Source: an optimization exercise on an open RTL-to-GDS flow (aim: small area). Production flows keep margins and buffers that such runs may drop.
Function was checked by simulation only, so behaviour that the tests miss may differ from the original.
No activity file was given, so power comes from the tool's default toggle rates.

==> flow/design.v, too long to show whole: its modules and the start of the top module <==
// module Num24: 4658 lines
module Num24(clk, rst, JA_row, JA_col, START, RESTART, red, green, blue, hsync, vsync);
  // ...
==> flow/run.sh <==
#!/bin/bash
# synth_recipe.tcl (not shown) runs the flow's synth.tcl, then flattens the netlist and writes it again
# the make line also repeats each setting of config.mk as NAME=value (left out here)
make -C /OpenROAD-flow-scripts/flow DESIGN_CONFIG=/design/flow/config.mk WORK_HOME=/design/flow/orfs CLKGATE_MAP_FILE= SYNTH_SCRIPT=/design/flow/synth_recipe.tcl finish
==> flow/config.mk <==
export PLATFORM = sky130hd
export DESIGN_NAME = Num24
export DESIGN_NICKNAME = Num24
export VERILOG_FILES = /design/flow/design.v
export SDC_FILE = /design/flow/constraint.sdc
export NUM_CORES = 4
export LEC_CHECK = 0
export ABC_AREA = 1
export CAP_MARGIN = 20
export CORE_MARGIN = 2
export CORE_UTILIZATION = 70
export CTS_BUF_LIST = sky130_fd_sc_hd__clkbuf_8
export SLEW_MARGIN = 20
==> flow/constraint.sdc <==
create_clock -name core_clock -period 18.0 [get_ports {clk}]
set_input_delay 3.6000 -clock core_clock [delete_from_list [all_inputs] [get_ports {clk}]]
set_output_delay 3.6000 -clock core_clock [all_outputs]
set_load 0.01 [all_outputs]
==> run_results.csv, run 1 <==
group,metric,value,unit
worst_setup_path,r2r-end,"display_i_n3[0]",
clock_network,clk_pin_slew_worst_paths,0.08,ns
cells_and_area,area_delta_synth_final,7.47,%
hold_path,hold_path.class,"reg -> reg",
hold_path,holdPathStages,2,
cells_and_area,largest_cell_class,"multi-input gates",
yosys,synth-simple-area-share,27.0,%
clock_network,cts.path.max_buffers,2,
cells_and_area,diodes,0,
yosys,yosysUniqueCellTypes,66,
sta,fin_setup_tns,0,ns
yosys,synth-xor-area-share,4.76,%
die,die_area,17100,um^2
worst_setup_path,cpLargestDelayFamily,"compound AO/OA/AOI/OAI gates",
run_status,status,"finished clean",
sta,fmaxAchievable,61.1,MHz
clock_network,cts_hold_buffers,0,
cells_and_area,regMostFlops,"keypad_i_kr",
cells_and_area,nFillCells,1315,
routing,wire_per_inst,17.1,um
power_and_ir_drop,p_leak,5.57,nW
place,place_area,11500,um^2
yosys,synth-edff-count,0,
yosys,ys_ff_latch,121,
die,core_area,15800,um^2
worst_setup_path,max_stage_delay,0.61,ns
global_routing,grt_pass1_vias,10800,
clock_network,cts_sinks,121,
yosys,async_reset_ff_share,0,%
yosys,syn-instance-count,1715,
worst_setup_path,start_kind,"register",
worst_setup_path,cp.required,18.37,ns
yosys,synthAdderAreaFrac,12.9,%
power_and_ir_drop,internal_power,0.424,mW
cells_and_area,drive_gt1_share,8.69,%
yosys,netlist_top_cells_count,"inv_1, nand2_1, nor2_1",
cells_and_area,n_all_inverters,323,
cells_and_area,nonClockBufferCount,42,
global_routing,top_usage_layer,"met2",
power_and_ir_drop,power_leader,"clock",
cells_and_area,n_clock_buffer,20,
yosys,syn_avg_cell_area,6.55,um^2
cells_and_area,buffer_area_share,3.05,%
global_routing,grt_max_degree,54,
cells_and_area,register_area,2430,um^2
==> run 2, diff against run 1 <==
==> flow/flow/run.sh (new file) <==
#!/bin/bash
# The standard layout (standard.sh: standard synthesis, floorplan, place,
# CTS, route), with one change: clock tree synthesis inserts no dummy loads
# (the H-tree balancing cells that drive nothing). Output of the ORFS run goes
# to standard_flow.log; ORFS's per-step logs stay under orfs/logs/.
set -euo pipefail
export CTS_ARGS="-sink_clustering_enable -repair_clock_nets -buf_list sky130_fd_sc_hd__clkbuf_8 -dont_use_dummy_load"
bash standard.sh finish > standard_flow.log 2>&1
==> flow/standard.sh (new file) <==
#!/bin/bash
# synth_recipe.tcl (not shown) runs the flow's synth.tcl, then flattens the netlist and writes it again
# the make line also repeats each setting of config.mk as NAME=value (left out here)
make -C /OpenROAD-flow-scripts/flow DESIGN_CONFIG=/design/flow/config.mk WORK_HOME=/design/flow/orfs CLKGATE_MAP_FILE= SYNTH_SCRIPT=/design/flow/synth_recipe.tcl "${@:-finish}"
removed: flow/run.sh
==> run_results.csv, run 2 <==
group,metric,value,unit
run_status,status,"finished clean",
place,dp_hpwl,25000,um
die,ios,22,
worst_setup_path,max_stage_delay,0.75,ns
power_and_ir_drop,total_power,0.466,mW
worst_setup_path,path_class,"reg -> reg",
worst_setup_path,critPathLaunch,"display_i_s1r[0]",
cells_and_area,instances_no_fill,1941,
global_routing,grt_max_degree,54,
sta,hold_ws,0.422,ns
die,core_area,15800,um^2
yosys,synth_mux_area_share,0.0891,%
yosys,syn_avg_cell_area,6.55,um^2
yosys,synth_top_family_by_area,"simple AND/OR/NAND/NOR gates",
cells_and_area,regMostFlops,"keypad_i_kr",
hold_path,hold_path.class,"reg -> reg",
yosys,ys_ff_latch,121,
global_routing,grt_use_total,39.1,%
die,die_y,131,um
sta,setup_viol,0,
yosys,synth-xor-area-share,4.76,%
routing,vias,11800,
worst_setup_path,worstPathMaxFanout,18,
worst_setup_path,slowest_stage,"dfxtp_1",
worst_setup_path,cp.required,18.34,ns
global_routing,grt_pass1_vias,10800,
power_and_ir_drop,p_leak,5.49,nW
sta,finalCriticalPeriod,16.37,ns
sta,fmaxAchievable,61.1,MHz
sta,max_slew_margin,35.1,%
power_and_ir_drop,vdd_ir_drop_max,0.0652,mV
cells_and_area,largest_reg_flops,17,
yosys,synth_largest_area_cell,"dfxtp_1",
worst_setup_path,rr_worst_depth,118,
cells_and_area,fin_area,11900,um^2
worst_setup_path,crit_top_cell,"inv_1",
clock_network,clockRootBuffer,"clkbuf_8",
cells_and_area,drive_gt1_share,7.94,%
routing,drtIter0Drc,1155,
hold_path,holdPathStages,2,
run,cap_violations,0,
clock_network,cts.path.max_buffers,2,
yosys,synth_ff_type,"dfxtp_1",
yosys,async_reset_ff_share,0,%
routing,drtPass1Iterations,7,
sta,final_max_slew_viol_count,0,
yosys,synth_top_area_share,21.6,%
global_routing,grt_antenna_before_repair,0,
yosys,ys_seq_area_share,21.6,%
yosys,synth_fp_nets,1822,
yosys,yosys_warnings,1,
routing,wire_per_inst,17.2,um
worst_setup_path,start_kind,"register",
place,dp.cells,1908,
yosys,synth-edff-count,0,
die,fp-row-count,46,
worst_setup_path,end_kind,"register",
yosys,synth-simple-area-share,27.0,%
yosys,synthAdderAreaFrac,12.9,%
cells_and_area,diodes,0,
place,portBuffers,21,
hold_path,min_from,"keypad_i_kr[14]",
cells_and_area,mostFrequentLayoutCell,"inv_1",
die,start_util,71.2,%
clock_network,cts_sinks,121,
yosys,syn_area,11200,um^2
place,gp_congestion,1.05,
worst_setup_path,timing.rr.start,"display_i_s1r[0]",
clock_network,clk_pin_slew_worst_paths,0.08,ns
clock_network,clk_latency,0.43,ns
cells_and_area,area_delta_synth_final,5.78,%
die,die_area,17100,um^2
hold_path,hold_end,"keypad_i_kr[15]",
yosys,yosysUniqueCellTypes,66,
yosys,syn-instance-count,1715,
yosys,synth_most_common_cell,"inv_1",
cells_and_area,layout_common_cells,"inv_1, nand2_1, nor2_1, o21ai_0, dfxtp_1",
die,die_x,131,um
routing,wl,33300,um
worst_setup_path,ff2ff_setup_slack,1.63,ns
sta,fin_setup_tns,0,ns
global_routing,grt_overflow,0,
cells_and_area,nets,1834,
yosys,yosys-top-cells-area,"dfxtp_1, inv_1, nand2_1, ha_1, o21ai_0",
clock_network,numCtsBuffers,17,
place,place_area,11500,um^2
routing,drc,0,
global_routing,grt_pass1_wl,52600,um
yosys,netlist_top_cells_count,"inv_1, nand2_1, nor2_1",
worst_setup_path,r2r-end,"display_i_n3[0]",
routing,vias_per_cell,6.06,
routing,drtAntennaViolNets,0,
sta,hold_violations,0,
yosys,synth_compound_area_share,20.5,%
worst_setup_path,arrival,16.71,ns
power_and_ir_drop,power_density,39.2,nW/um^2
sta,fin_crit_sh,90.9,%
clock_network,cts_tree,"yes",
clock_network,htreeDepth,4,
sta,tightest_slew,0.967,ns
sta,skew,0.0320,ns
[run 2: through the flow]
step	setup WS (ns)	util (%)
4_1_cts	1.06	74.4
3_5_place_dp	1.13	72.9
5_1_grt	-0.134	75.3
2_1_floorplan	4.11	-
3_3_place_gp	1.95	72.9
6_report	1.63	75.3
[run 2: timing repair]
action	in CTS	in global routing
resized for setup	0	11
hold buffers	0	0
buffers inserted	0	16
endpoints found under the setup margin	0	8
[run 2: final cells by class]
class	count	area (um^2)
Multi-Input combinational cell	1220	7350
Sequential cell	121	2430
Timing Repair Buffer	44	383
Tap cell	216	270
Clock buffer	17	234
Inverter	323	1220
Fill cell	1357	3890
[run 2: metal layers]
| layer | global-route usage (%) | part of all wire (%) | vias to the layer above |
|---|---|---|---|
| li1 | - | - | 5605 |
| met1 | 48.5 | 40 | 5324 |
| met3 | 8.27 | 10 | 145 |
| met2 | 63.8 | 45 | 683 |
| met4 | 21.5 | 5.2 | 0 |
| met5 | 0 | 0 | - |
[run 2: power breakdown]
part           switching (mW)  total (mW)  internal, mW
Clock                  0.0973       0.180        0.0830
Combinational          0.0101      0.0151       0.00501
Sequential            0.00149       0.271         0.269
Total                   0.109       0.466         0.357
[run 2: worst max-delay path: cells and delay by family, from the launching register on]
family	cells	cell delay (ns)
buffers and inverters	27	1.83
AOI/OAI and AO/OA	27	4.91
xor gates and xnor gates	6	1.19
DFF	1	0.75
and+or+nand+nor	39	4.10
adders and majority gates	19	3.49
[run 2: worst max-delay path by stage]
stage	to	slack (ns)
floorplan	display_i_n2[0]	4.11
global placement	display_i_n2[0]	1.95
detailed placement	display_i_n3[0]	1.13
CTS	display_i_n3[0]	1.06
global route	display_i_n3[0]	-0.13
finish	display_i_n3[0]	1.63
[run 2: kinds of logic (layout without fill, tap and decap cells)]
group	Yosys count	count (layout)
xor+xnor	61	61
mux	1	1
buf+inv	374	384
fa+ha+maj	99	99
compound gates	387	387
flops	121	121
simple gates	672	672
==> run 3, diff against run 2 <==
==> flow/flow/run.sh (replaced) <==
#!/bin/bash
# The standard layout (standard.sh: standard synthesis, floorplan, place,
# CTS, route), with two changes:
# - every input and output port still gets a buffer, but a
#   sky130_fd_sc_hd__buf_1 rather than the default delay buffer;
# - clock tree synthesis inserts no dummy loads (the H-tree balancing cells
#   that drive nothing).
# Output of the ORFS run goes to standard_flow.log; ORFS's per-step logs stay
# under orfs/logs/.
set -euo pipefail
export BUFFER_PORTS_ARGS="-buffer_cell sky130_fd_sc_hd__buf_1"
export CTS_ARGS="-sink_clustering_enable -repair_clock_nets -buf_list sky130_fd_sc_hd__clkbuf_8 -dont_use_dummy_load"
bash standard.sh finish > standard_flow.log 2>&1
==> run_results.csv, run 3 <==
group,metric,value,unit
sta,fin_crit_sh,89.1,%
clock_network,clockRootBuffer,"clkbuf_8",
sta,tightest_slew,0.925,ns
clock_network,cts_tree,"yes",
cells_and_area,layout_common_cells,"inv_1, nand2_1, nor2_1, o21ai_0, dfxtp_1",
clock_network,numCtsBuffers,17,
worst_setup_path,cp_num_buf_inv,27,
sta,hold_ws,0.433,ns
die,fp-row-count,46,
sta,skew,0.0244,ns
sta,fin_setup_tns,0,ns
yosys,yosys-top-cells-area,"dfxtp_1, inv_1, nand2_1, ha_1, o21ai_0",
worst_setup_path,cp.required,18.37,ns
power_and_ir_drop,power_density,39.4,nW/um^2
clock_network,cts.path.max_buffers,2,
run,cap_violations,0,
die,ios,22,
clock_network,htreeDepth,4,
yosys,syn-instance-count,1715,
routing,wl_met3,3100,um
worst_setup_path,ff2ff_setup_slack,1.95,ns
yosys,synth_ff_type,"dfxtp_1",
sta,finalCriticalPeriod,16.05,ns
worst_setup_path,path_class,"reg -> reg",
sta,max_slew_margin,37.7,%
sta,setup_viol,0,
sta,hold_violations,0,
routing,wl_met1,13100,um
place,dp_hpwl,24900,um
die,die_x,131,um
worst_setup_path,start_kind,"register",
cells_and_area,regMostFlops,"keypad_i_kr",
yosys,ys_seq_area_share,21.6,%
global_routing,grt_antenna_before_repair,0,
yosys,synth_top_area_share,21.6,%
yosys,synth_fp_nets,1822,
routing,drc,0,
yosys,syn_avg_cell_area,6.55,um^2
yosys,yosys_warnings,1,
global_routing,grt_overflow,0,
global_routing,grt_max_degree,56,
die,core_area,15800,um^2
place,gp_congestion,1.04,
worst_setup_path,crit_top_cell,"nand2_1",
yosys,synth_most_common_cell,"inv_1",
global_routing,grt_use_total,38.8,%
cells_and_area,nets,1832,
hold_path,hold_path.class,"reg -> reg",
worst_setup_path,end_kind,"register",
clock_network,clk_pin_slew_worst_paths,0.08,ns
die,die_y,131,um
routing,drtIter0Drc,1115,
routing,dr_wl_met2,15000,um
clock_network,clk_latency,0.45,ns
routing,wire_per_inst,17.0,um
worst_setup_path,arrival,16.42,ns
die,die_area,17100,um^2
cells_and_area,largest_reg_flops,17,
clock_network,cts_hold_buffers,0,
yosys,synth-edff-count,0,
worst_setup_path,cpLargestDelayFamily,"compound AO/OA/AOI/OAI gates",
yosys,ys_ff_latch,121,
worst_setup_path,max_stage_delay,0.49,ns
cells_and_area,area_delta_synth_final,4.67,%
global_routing,grt_pass1_vias,10600,
run_status,status,"finished clean",
routing,dr.max_layer_used,"met4",
global_routing,grt_pass1_wl,51700,um
worst_setup_path,worstPathMaxFanout,18,
power_and_ir_drop,vdd_ir_drop_max,0.0571,mV
sta,fmaxAchievable,62.3,MHz
routing,vias,11700,
worst_setup_path,slowest_stage,"dfxtp_4",
yosys,syn_area,11200,um^2
yosys,netlist_top_cells_count,"inv_1, nand2_1, nor2_1",
sta,final_max_slew_viol_count,0,
place,portBuffers,21,
clock_network,cts_sinks,121,
yosys,async_reset_ff_share,0,%
routing,wl,33000,um
routing,drtAntennaViolNets,0,
cells_and_area,drive_gt1_share,8.13,%
power_and_ir_drop,p_leak,5.44,nW
routing,vias_per_cell,6.01,
routing,drtPass1Iterations,6,
cells_and_area,mostFrequentLayoutCell,"inv_1",
yosys,yosysUniqueCellTypes,66,
yosys,synth_largest_area_cell,"dfxtp_1",
sta,rsz0062_at_grt,"false",
die,start_util,71.2,%
cells_and_area,diodes,0,
==> run 3: cell counts after synthesis <==
Identical to the previous run, type by type.
==> run 3: worst reg2reg max path: cells and delay by family, from the launching register on <==
family / cells / cell delay (ns)
AOI/OAI and AO/OA: 28 / 4.65
DFF: 1 / 0.49
and+or+nand+nor: 46 / 4.45
xor gates and xnor gates: 4 / 0.68
adders and majority gates: 19 / 3.62
buffers and inverters: 27 / 2.09
==> run 3: through the flow <==
step / std cells / setup slack [ns] / util (%) / instance area, um^2 / power [mW]
after CTS: 1928 / 1.27 / 73.7 / 11600 / 0.463
final: 1939 / 1.95 / 74.5 / 11800 / 0.463
after floorplan: 1715 / 4.11 / - / 11200 / 0.286
after global placement: 1911 / 2.07 / 72.2 / 11400 / 0.290
after global routing: 1939 / 0.0120 / 74.5 / 11800 / 0.474
after detailed placement: 1911 / 1.33 / 72.2 / 11400 / 0.291
==> run 3: worst paths after layout <==
| check | from | endpoint | depth (start not counted) |
|---|---|---|---|
| worst max-delay path | display_i_s2r[0] | display_i_n2[0] | 124 |
| worst min-delay path | keypad_i_kr[9] | keypad_i_kr[10] | 2 |
| worst max register to register | display_i_s2r[0] | display_i_n2[0] | 124 |
| worst min register to register | keypad_i_kr[9] | keypad_i_kr[10] | 2 |
==> run 3: logic make-up (layout without fill, tap and decap cells) <==
| kind of cell | after synthesis | count (layout) | synth area share [%] |
|---|---|---|---|
| AOI/OAI and AO/OA | 387 | 387 | 20.5 |
| and+or+nand+nor | 672 | 672 | 27.0 |
| adders and majority gates | 99 | 99 | 12.9 |
| xor gates and xnor gates | 61 | 61 | 4.76 |
| muxes | 1 | 1 | 0.0891 |
| buffers and inverters | 374 | 382 | 13.2 |
| DFF | 121 | 121 | 21.6 |
==> run 3: cell type report <==
cell class,instances,area (um^2)
Fill cell,1364,4010
Multi-Input combinational cell,1220,7360
Inverter,323,1220
Clock buffer,17,234
Tap cell,216,270
Timing Repair Buffer,42,238
Sequential cell,121,2430
==> run 3: what timing repair did <==
item / CTS / global route
buffers inserted: 0 / 11
resized for setup: 0 / 18
hold endpoints to repair: 0 / 0
endpoints found under the setup margin: 0 / 8
==> run 3: power breakdown <==
part           switching [mW]  total (mW)  internal (mW)  leakage (nW)
clock                  0.0954       0.178         0.0827         0.122
sequential            0.00143       0.271          0.269         0.980
combinational          0.0103      0.0141        0.00387          4.33
total                   0.107       0.463          0.356          5.44
==> run 3: metal layers <==
metal / global-route usage (%) / up-vias
met5: 0 / -
met4: 22.3 / 0
met3: 9.77 / 136
met2: 63.1 / 573
met1: 47.1 / 5347
li1: - / 5595

what the ideal ports hide:
In the flow no input, the clock included, has a driving cell. The finished layouts below were timed again as built, in two steps.
Step 1, drivers: a clkbuf_16 drives clk and a buf_2 each remaining input, both assumed.
Step 2 moves the port delays by t, midway between the first and last clock arrival at a register: inputs arrive t later, outputs are due t later. That takes back most of the time a late clock gives input paths.
Three values: no drivers, after step 1, after step 2; two values: the first two.
| run | t, ns | slack for setup (ns) | worst setup path after step 2 | latest minus earliest clock arrival (ns) | worst register clock-pin slew, ns |
|---|---|---|---|---|---|
| run 1 | 0.482 | 1.632 / 1.632 / 1.632 | register to register | 0.022 / 0.022 | 0.09 / 0.09 |
| run 2 | 0.463 | 1.633 / 1.633 / 1.633 | register to register | 0.034 / 0.033 | 0.08 / 0.08 |
| run 3 | 0.482 | 1.954 / 1.954 / 1.954 | register to register | 0.029 / 0.030 | 0.08 / 0.08 |
After both steps every run listed still meets setup and hold.
